This is an optimization exercise on Yosys and OpenROAD, whose aim is small area and a short achievable clock period, not a production implementation. Where RTL was checked, it was by simulation tests only, not by an equivalence proof against the original. Power and IR drop assume default switching activity.

// fir_gen
module fir_gen (input clk, input reset, input Load_x,
    input signed [7:0] x_in, input signed [7:0] c_in, output signed [7:0] y_out);
For scale: roughly 620 cells after synthesis, ~110 flip-flops, about 7600 µm² of cells after synthesis.
Settings: LEC_CHECK=0, CAP_MARGIN=20, CORE_MARGIN=2, CORE_UTILIZATION=40, SETUP_SLACK_MARGIN=2.5, SLEW_MARGIN=20, SYNTH_HIERARCHICAL=1, SYNTH_MINIMUM_KEEP_SIZE=0; clock period 5.5 ns.
standard.sh (not shown) runs the stock make flow with config.mk's settings and CLKGATE_MAP_FILE= SYNTH_SCRIPT=/design/flow/synth_recipe.tcl, a recipe that flattens the netlist after the stock synthesis.
==> flow/flow/run.sh <==
#!/bin/bash
# Own layout flow: the standard flow (standard.sh), with two changes after synthesis:
#  - the input and output port buffers are buf_1 cells (buffer_ports -buffer_cell)
#  - clock tree synthesis without dummy loads
# Each step's full output goes to its own log file in this folder.
set -euo pipefail
bash standard.sh synth > synth.log 2>&1
export BUFFER_PORTS_ARGS="-buffer_cell sky130_fd_sc_hd__buf_1"
export CTS_ARGS="-sink_clustering_enable -repair_clock_nets -dont_use_dummy_load"
bash standard.sh floorplan > floorplan.log 2>&1
bash standard.sh place > place.log 2>&1
bash standard.sh cts > cts.log 2>&1
bash standard.sh route > route.log 2>&1
bash standard.sh finish > finish.log 2>&1
test -f out/final.def
Change:
SETUP_SLACK_MARGIN = 2.7   (was 2.5)
Effect: Final area grows by 5.4%. Hold slack is better by 0.010 ns. Final cell count grows by 2.7%. Fmax grows by 0.36%. Non-clock buffer count grows by 23. Die area does not change. Total power grows by 4.2%. Register-to-register slack is better by 0.06 ns.
Change:
SETUP_SLACK_MARGIN = 2.9   (was 2.7)
First-iteration DRC count drops by about a fifth.
Cell area climbs by a few percent.
Clock power goes up slightly.
Die area stays the same.
Non-clock buffer count came out higher by 14.
Register-to-register slack hardly moves.
Clock-buffer cell count is unchanged.
Area after synthesis stays the same.
Critical path depth is unchanged.
Maximum frequency hardly moves.
Change:
==> flow/flow/run.sh (replaced) <==
#!/bin/bash
# Own layout flow: the standard flow (standard.sh), with two changes after synthesis:
#  - the input and output port buffers are buf_1 cells (buffer_ports -buffer_cell)
#  - clock tree synthesis without dummy loads, clkbuf_8 below the root buffer
# Each step's full output goes to its own log file in this folder.
set -euo pipefail
bash standard.sh synth > synth.log 2>&1
export BUFFER_PORTS_ARGS="-buffer_cell sky130_fd_sc_hd__buf_1"
export CTS_ARGS="-sink_clustering_enable -repair_clock_nets -dont_use_dummy_load -root_buf sky130_fd_sc_hd__clkbuf_16 -buf_list {sky130_fd_sc_hd__clkbuf_8}"
bash standard.sh floorplan > floorplan.log 2>&1
bash standard.sh place > place.log 2>&1
bash standard.sh cts > cts.log 2>&1
bash standard.sh route > route.log 2>&1
bash standard.sh finish > finish.log 2>&1
test -f out/final.def
SETUP_SLACK_MARGIN = 2.5   (was 2.9)
Effect: Routed wire length falls by about 6%. First-iteration DRC count falls by 13%. Maximum frequency is about the same.
Change:
==> flow/run.sh (new file) <==
#!/bin/bash
# synth_recipe.tcl (not shown) runs the flow's synth.tcl, then flattens the netlist and writes it again
# the make line also repeats each setting of config.mk as NAME=value (left out here)
make -C /OpenROAD-flow-scripts/flow DESIGN_CONFIG=/design/flow/config.mk WORK_HOME=/design/flow/orfs CLKGATE_MAP_FILE= SYNTH_SCRIPT=/design/flow/synth_recipe.tcl finish
CORE_UTILIZATION = 60   (was 40)
SETUP_SLACK_MARGIN = 2.7   (was 2.5)
removed: flow/flow/run.sh
removed: flow/standard.sh
Result:
- design area climbs by 7.2%
- setup slack improves by 0.013 ns
- sequential power hardly moves
- clock skew drops by 0.0055 ns

---

Another version of the RTL of fir_gen (not shown whole).
Size in the first run: about 100 flip-flops, ~27 I/O pins, roughly 7400 um^2 of cells after synthesis.
Settings: LEC_CHECK=0, CAP_MARGIN=20, CORE_MARGIN=2, CORE_UTILIZATION=50, PLACE_DENSITY=0.7, SETUP_SLACK_MARGIN=2.5, SLEW_MARGIN=20, SYNTH_HIERARCHICAL=1, SYNTH_MINIMUM_KEEP_SIZE=0, TNS_END_PERCENT=30; clock period 5.5 ns.
==> flow/flow/run.sh <==
#!/bin/bash
# Own layout flow: the standard flow (standard.sh), with two changes after synthesis:
#  - the input and output port buffers are buf_1 cells (buffer_ports -buffer_cell)
#  - clock tree synthesis without dummy loads
# Each step's full output goes to its own log file in this folder.
set -euo pipefail
bash standard.sh synth > synth.log 2>&1
export BUFFER_PORTS_ARGS="-buffer_cell sky130_fd_sc_hd__buf_1"
export CTS_ARGS="-sink_clustering_enable -repair_clock_nets -dont_use_dummy_load"
bash standard.sh floorplan > floorplan.log 2>&1
bash standard.sh place > place.log 2>&1
bash standard.sh cts > cts.log 2>&1
bash standard.sh route > route.log 2>&1
bash standard.sh finish > finish.log 2>&1
test -f out/final.def
The starting point finished with timing, DRC and antenna clean.
Rerun with:
PLACE_DENSITY = default   (was 0.7)
SETUP_SLACK_MARGIN = 2.7   (was 2.5)
TNS_END_PERCENT = 0   (was 30)
The changed run produced a clean layout.
Sequential cell count stays the same.
Non-clock buffer count climbs by 22.
Synthesized cell count does not change.
Sequential share of layout area drops by 1.2 points.
Clock skew barely changes.
Die area is unchanged.
Rerun with:
SETUP_SLACK_MARGIN = 2.4   (was 2.7)
TNS_END_PERCENT = 30   (was 0)
Die area is unchanged.
Area after synthesis does not change.
Worst setup slack degrades by 120 ps.
Power went down by 3.0%.
Routed wire length went down by 7.6%.
Count of clock-buffer cells in the layout does not change.
Via count went down by 3.5%.
First-iteration DRC count stays the same.
Combinational power went down by about 5%.
Final cell count went down by 3.1%.
Critical path depth does not change.
Rerun with:
SETUP_SLACK_MARGIN = 2.5   (was 2.4)
TNS_END_PERCENT = 60   (was 30)
Synthesized area is unchanged.
Setup slack is better by 64 ps.
Maximum frequency came out higher by 2.2%.
Non-clock buffer count goes up by 15.
Clock skew hardly moves.
Design area goes up by 1.8%.
Routed wire length rises by 4.2%.
Register-to-register slack improves by 60 ps.
Worst hold slack barely changes.
Sequential cell count stays the same.

---

Setup of v6:
fir_gen, a different RTL version from the one above (not shown whole).
Size in the first run: about 27 I/O pins, roughly 7300 sq um of cells after synthesis.
clock: 5.5 ns
lec_check: 0
cap_margin: 20
core_margin: 2
core_utilization: 40
setup_slack_margin: 2.5
slew_margin: 20
synth_hierarchical: 1
synth_minimum_keep_size: 0
run.sh (not shown) runs the stock make flow with config.mk's settings and CLKGATE_MAP_FILE= SYNTH_SCRIPT=/design/flow/synth_recipe.tcl, a recipe that flattens the netlist after the stock synthesis.
Stock flow here: none of the scripts above is used.
Here is what was changed in the inputs of v7 compared with v6.
# v6
export LEC_CHECK = 0
export CAP_MARGIN = 20
export CORE_MARGIN = 2
export CORE_UTILIZATION = 40
export SETUP_SLACK_MARGIN = 2.5
export SLEW_MARGIN = 20
export SYNTH_HIERARCHICAL = 1
export SYNTH_MINIMUM_KEEP_SIZE = 0
create_clock -name core_clock -period 5.5 [get_ports {clk}]
# v7
export LEC_CHECK = 0
export ABC_AREA = 1
export CAP_MARGIN = 20
export CORE_MARGIN = 2
export CORE_UTILIZATION = 40
export SETUP_SLACK_MARGIN = 2.5
export SLEW_MARGIN = 20
export SYNTH_HIERARCHICAL = 1
export SYNTH_MINIMUM_KEEP_SIZE = 0
create_clock -name core_clock -period 5.5 [get_ports {clk}]
### Flow results
The flow did not stop early for v7: all stages ran, and the layout cleared the timing, design-rule and antenna checks.
v6 ended up with sky130_fd_sc_hd__xnor2_1 as its most frequent standard cell in the layout excluding fill and tap cells; v7 ended up with sky130_fd_sc_hd__xor2_1.
Relative to v6, post-CTS setup buffer count decreased by 1 in v7.
A termination of the worst setup path of a0k is what v7 shows, while y_out[6] belongs to v6.
The worst setup path startpoint comes out xo[0] in one run and a0s[0] in the other, namely in v7 and v6 respectively.
What v6 reported for number of library cell types mapped by synthesis has to be multiplied by 0.71 to get the figure for v7.
Number of instances in the synthesized netlist in v7 is about 7% higher than in v6
No run of this note included a check of the RTL's function; only the layout flow was run.

---

RTL: one of the versions met above, not the one the previous note started from.
Size: roughly 100 flip-flops, roughly 27 I/O pins, roughly 7400 um^2 of cells after synthesis.
Settings: LEC_CHECK=0, CAP_MARGIN=20, CORE_MARGIN=2, CORE_UTILIZATION=50, SETUP_SLACK_MARGIN=2.5, SLEW_MARGIN=20, SYNTH_HIERARCHICAL=1, SYNTH_MINIMUM_KEEP_SIZE=0, TNS_END_PERCENT=30; clock period 5.5 ns.
standard.sh (not shown) runs the stock make flow with config.mk's settings and CLKGATE_MAP_FILE= SYNTH_SCRIPT=/design/flow/synth_recipe.tcl, a recipe that flattens the netlist after the stock synthesis.
Scripts as last shown in full above: flow/flow/run.sh
The first run completed with no timing, DRC or antenna violations.
Edit:
SETUP_SLACK_MARGIN = 2.4   (was 2.5)
TNS_END_PERCENT = default   (was 30)
The new run completed with no timing, DRC or antenna violations.
Routed wire length went down by 2.0%.
Synthesized area stays the same.
Sequential share of layout area came out higher by 0.24 points.
Edit:
SETUP_SLACK_MARGIN = 2.5   (was 2.4)
TNS_END_PERCENT = 15   (was default)
- The new run completed without violations
- power climbs slightly
- via count climbs slightly
- setup slack improves by 65 ps
- routed wire length climbs by a few percent
- worst hold slack hardly moves
- synthesized cell count is unchanged
- utilization climbs by 0.46 points
- sequential share of layout area drops by 0.24 points
- final area climbs slightly
Edit:
CORE_UTILIZATION = 60   (was 50)
TNS_END_PERCENT = 30   (was 15)
Result:
- The new run passed the timing, design-rule and antenna checks
- synthesized cell count does not change
- final area rises by 0.35%
- global-route usage rises by 3.7 points
- worst hold slack loses 9.5 ps
- combinational power falls by about 2%
- clock-buffer cell count does not change
- critical path depth does not change
- die area falls by 16%
- power falls by 1.6%
- maximum frequency falls by 0.68%
Edit:
CORE_UTILIZATION = 45   (was 60)
After rerunning:
- The changed run passed the timing, design-rule and antenna checks
- setup slack improves by 61 ps
- sequential cell count is unchanged
- first-iteration DRC count decreases by 21%
- core utilization decreases by 15 points
- power increases by 2.0%
- via count increases by 0.46%
- wire length increases by 1.6%
- synthesized cell count is unchanged
- worst hold slack improves by 15 ps
Edit:
CORE_UTILIZATION = 50   (was 45)
GPL_ROUTABILITY_DRIVEN = 0   (was default)
Effect: Total power falls by 0.35%. Wire length drops by 2.3%. Hold slack gets worse by 5.3 ps. Non-clock buffer count came out lower by 13. First-iteration DRC count goes up by 25%. Clock power drops by about 1%. Synthesized cell count is unchanged.

---

fir_gen with an RTL version that a note above also has.
Size in the first run: roughly 620 cells after synthesis, about 27 I/O pins, ~7600 sq um of cells after synthesis.
==> flow/config.mk <==
export PLATFORM = sky130hd
export DESIGN_NAME = fir_gen
export DESIGN_NICKNAME = fir_gen
export VERILOG_FILES = /design/flow/design.v
export SDC_FILE = /design/flow/constraint.sdc
export NUM_CORES = 4
export LEC_CHECK = 0
export CAP_MARGIN = 20
export CORE_MARGIN = 2
export CORE_UTILIZATION = 50
export SETUP_SLACK_MARGIN = 2.5
export SLEW_MARGIN = 20
export SYNTH_HIERARCHICAL = 1
export SYNTH_MINIMUM_KEEP_SIZE = 0
==> flow/constraint.sdc <==
create_clock -name core_clock -period 5.5 [get_ports {clk}]
set_input_delay 1.1000 -clock core_clock [delete_from_list [all_inputs] [get_ports {clk}]]
set_output_delay 1.1000 -clock core_clock [all_outputs]
set_load 0.01 [all_outputs]
Scripts as last shown in full above: flow/flow/run.sh
Then changed:
Settings changed: CORE_UTILIZATION 50 to 40, SETUP_SLACK_MARGIN 2.5 to 2.6.
The changed run went through all stages and came out clean; die area grows by 24%; global-route usage goes down by 3.2 points; via count grows by 2.3%; non-clock buffer count went up by 20; utilization goes down by 9.2 points; cell count increases by 8.3%; worst setup slack improves by 0.042 ns; power went up by 0.82%; final area climbs by 3.3%; first-iteration DRC count increases by 59%; hold slack is worse by 0.011 ns.
Then changed:
--- a/flow/flow/run.sh
+++ b/flow/flow/run.sh
@@ -3,8 +3,10 @@
 #  - the input and output port buffers are buf_1 cells (buffer_ports -buffer_cell)
 #  - clock tree synthesis without dummy loads
+#  - power recovery (downsizing of gates off the critical paths) after global routing
 # Each step's full output goes to its own log file in this folder.
 set -euo pipefail
 bash standard.sh synth > synth.log 2>&1
 export BUFFER_PORTS_ARGS="-buffer_cell sky130_fd_sc_hd__buf_1"
+export RECOVER_POWER=100
 export CTS_ARGS="-sink_clustering_enable -repair_clock_nets -dont_use_dummy_load"
 bash standard.sh floorplan > floorplan.log 2>&1
Settings changed: SETUP_SLACK_MARGIN 2.6 to 2.7.
=>
- Now the flow finished but failed the layout checks on capacitance limit, slew limit
- fmax goes down by 24%
- wire length goes down by 1.5%
- setup slack loses 0.93 ns
- sequential share of layout area goes down by 0.48 points
Then changed:
--- a/flow/flow/run.sh
+++ b/flow/flow/run.sh
@@ -3,10 +3,8 @@
 #  - the input and output port buffers are buf_1 cells (buffer_ports -buffer_cell)
 #  - clock tree synthesis without dummy loads
-#  - power recovery (downsizing of gates off the critical paths) after global routing
 # Each step's full output goes to its own log file in this folder.
 set -euo pipefail
 bash standard.sh synth > synth.log 2>&1
 export BUFFER_PORTS_ARGS="-buffer_cell sky130_fd_sc_hd__buf_1"
-export RECOVER_POWER=100
 export CTS_ARGS="-sink_clustering_enable -repair_clock_nets -dont_use_dummy_load"
 bash standard.sh floorplan > floorplan.log 2>&1
Settings changed: SETUP_SLACK_MARGIN 2.7 to 2.4.
This time the run ran to the end with no violations.
Non-clock buffer count fell by 28.
Total power fell by 4.2%.
Area after synthesis stays the same.
Core utilization fell by 2.4 points.
Worst setup slack gets better by 0.81 ns.
Worst hold slack stays flat.
Final cell count fell by 3.2%.
Sequential power barely changes.
Then changed:
==> flow/run.sh (new file) <==
#!/bin/bash
# synth_recipe.tcl (not shown) runs the flow's synth.tcl, then flattens the netlist and writes it again
# the make line also repeats each setting of config.mk as NAME=value (left out here)
make -C /OpenROAD-flow-scripts/flow DESIGN_CONFIG=/design/flow/config.mk WORK_HOME=/design/flow/orfs CLKGATE_MAP_FILE= SYNTH_SCRIPT=/design/flow/synth_recipe.tcl finish
Settings changed: SETUP_SLACK_MARGIN 2.4 to 2.5.
removed: flow/flow/run.sh
removed: flow/standard.sh
The new run finished with timing, DRC and antenna clean.
Global-route usage goes up by 0.55 points.
Non-clock buffer count goes up by 5.
Clock-buffer cell count goes up by 5.

---

RTL: one of the versions met above, not the one the previous note started from.
Size in the first run: about 610 cells after synthesis, about 100 flip-flops, roughly 0.0074 mm² of cells after synthesis.
Settings: LEC_CHECK=0, CAP_MARGIN=20, CORE_MARGIN=2, CORE_UTILIZATION=50, PLACE_DENSITY=0.5, SETUP_SLACK_MARGIN=2.5, SLEW_MARGIN=20, SYNTH_HIERARCHICAL=1, SYNTH_MINIMUM_KEEP_SIZE=0, TNS_END_PERCENT=30; clock period 5.5 ns.
==> flow/flow/run.sh <==
#!/bin/bash
# Own layout flow: the standard flow (standard.sh), with two changes after synthesis:
#  - the input and output port buffers are buf_1 cells (buffer_ports -buffer_cell)
#  - clock tree synthesis without dummy loads
# Each step's full output goes to its own log file in this folder.
set -euo pipefail
bash standard.sh synth > synth.log 2>&1
export BUFFER_PORTS_ARGS="-buffer_cell sky130_fd_sc_hd__buf_1"
export CTS_ARGS="-sink_clustering_enable -repair_clock_nets -dont_use_dummy_load"
bash standard.sh floorplan > floorplan.log 2>&1
bash standard.sh place > place.log 2>&1
bash standard.sh cts > cts.log 2>&1
bash standard.sh route > route.log 2>&1
bash standard.sh finish > finish.log 2>&1
test -f out/final.def
The first run ran to the end with no violations.
Then changed:
Settings changed: CORE_UTILIZATION 50 to 60, PLACE_DENSITY 0.5 to 0.7.
The new run completed without violations.
Synthesized area is unchanged.
Cell area stays flat.
Setup slack loses 0.016 ns.
Then changed:
Settings changed: CORE_UTILIZATION 60 to 50, PLACE_DENSITY 0.7 to default, SETUP_SLACK_MARGIN 2.5 to 2.9, TNS_END_PERCENT 30 to 0.
Sequential cell count is unchanged. Synthesized cell count stays the same. Via count grows by 1.7%. Non-clock buffer count grows by 12. Synthesized area stays the same. Die area rose by 19%.

==> re-timing with driven ports <==
The results above use ideal ports. As a check the final layouts listed here were re-extracted and re-timed, cells and wires unchanged. Step 1 assumes that a clkbuf_16 drives the clock port and a buf_2 every other input. Step 2 moves the port delays by t, midway between the first and last clock arrival at a register: inputs arrive t later, outputs are due t later. That takes back most of the time a late clock gives input paths. Slacks: ideal / step 1 / step 2; pairs: ideal / step 1.
| run | shift t [ns] | setup WS [ns] | latest minus earliest clock arrival (ns) | worst slew at a driven data input, ns |
|---|---|---|---|---|
| the first run of note 1 | 0.390 | 2.553 / 2.536 / 2.448 | 0.011 / 0.012 | 0.03 |
| the second run of note 1 | 0.389 | 2.564 / 2.523 / 2.425 | 0.011 / 0.011 | 0.04 |
| the third run of note 1 | 0.389 | 2.559 / 2.515 / 2.613 | 0.008 / 0.008 | 0.03 |
| the fourth run of note 1 | 0.390 | 2.553 / 2.536 / 2.448 | 0.011 / 0.012 | 0.03 |
| the fifth run of note 1 | 0.395 | 2.566 / 2.526 / 2.477 | 0.006 / 0.007 | 0.03 |
| the first run of note 2 | 0.375 | 2.541 / 2.502 / 2.440 | 0.014 / 0.014 | 0.04 |
| the second run of note 2 | 0.385 | 2.568 / 2.529 / 2.359 | 0.013 / 0.013 | 0.04 |
| the third run of note 2 | 0.389 | 2.449 / 2.407 / 2.350 | 0.014 / 0.013 | 0.04 |
| the fourth run of note 2 | 0.387 | 2.513 / 2.472 / 2.345 | 0.013 / 0.013 | 0.04 |
| v6 | 0.403 | 2.242 / 2.197 / 2.331 | 0.008 / 0.008 | 0.04 |
| v7 | 0.397 | 2.246 / 2.246 / 2.246 | 0.006 / 0.006 | 0.03 |
| the first run of note 4 | 0.386 | 2.514 / 2.473 / 2.341 | 0.013 / 0.013 | 0.04 |
| the second run of note 4 | 0.389 | 2.449 / 2.407 / 2.350 | 0.014 / 0.013 | 0.04 |
| the third run of note 4 | 0.387 | 2.514 / 2.472 / 2.346 | 0.013 / 0.013 | 0.04 |
| the fourth run of note 4 | 0.381 | 2.494 / 2.452 / 2.372 | 0.017 / 0.018 | 0.03 |
| the fifth run of note 4 | 0.383 | 2.554 / 2.517 / 2.383 | 0.018 / 0.018 | 0.03 |
| the sixth run of note 4 | 0.386 | 2.514 / 2.473 / 2.341 | 0.013 / 0.013 | 0.04 |
| the first run of note 5 | 0.385 | 2.557 / 2.540 / 2.401 | 0.016 / 0.015 | 0.03 |
| the second run of note 5 | 0.396 | 2.599 / 2.552 / 2.448 | 0.015 / 0.015 | 0.03 |
| the third run of note 5 | 0.388 | 1.665 / 1.665 / 1.553 | 0.012 / 0.013 | 0.04 |
| the fourth run of note 5 | 0.401 | 2.472 / 2.426 / 2.423 | 0.015 / 0.014 | 0.03 |
| the fifth run of note 5 | 0.392 | 2.427 / 2.383 / 2.240 | 0.007 / 0.008 | 0.03 |
| the first run of note 6 | 0.386 | 2.521 / 2.509 / 2.494 | 0.016 / 0.016 | 0.03 |
| the second run of note 6 | 0.382 | 2.505 / 2.462 / 2.462 | 0.013 / 0.013 | 0.03 |
| the third run of note 6 | 0.385 | 2.568 / 2.529 / 2.359 | 0.013 / 0.013 | 0.04 |
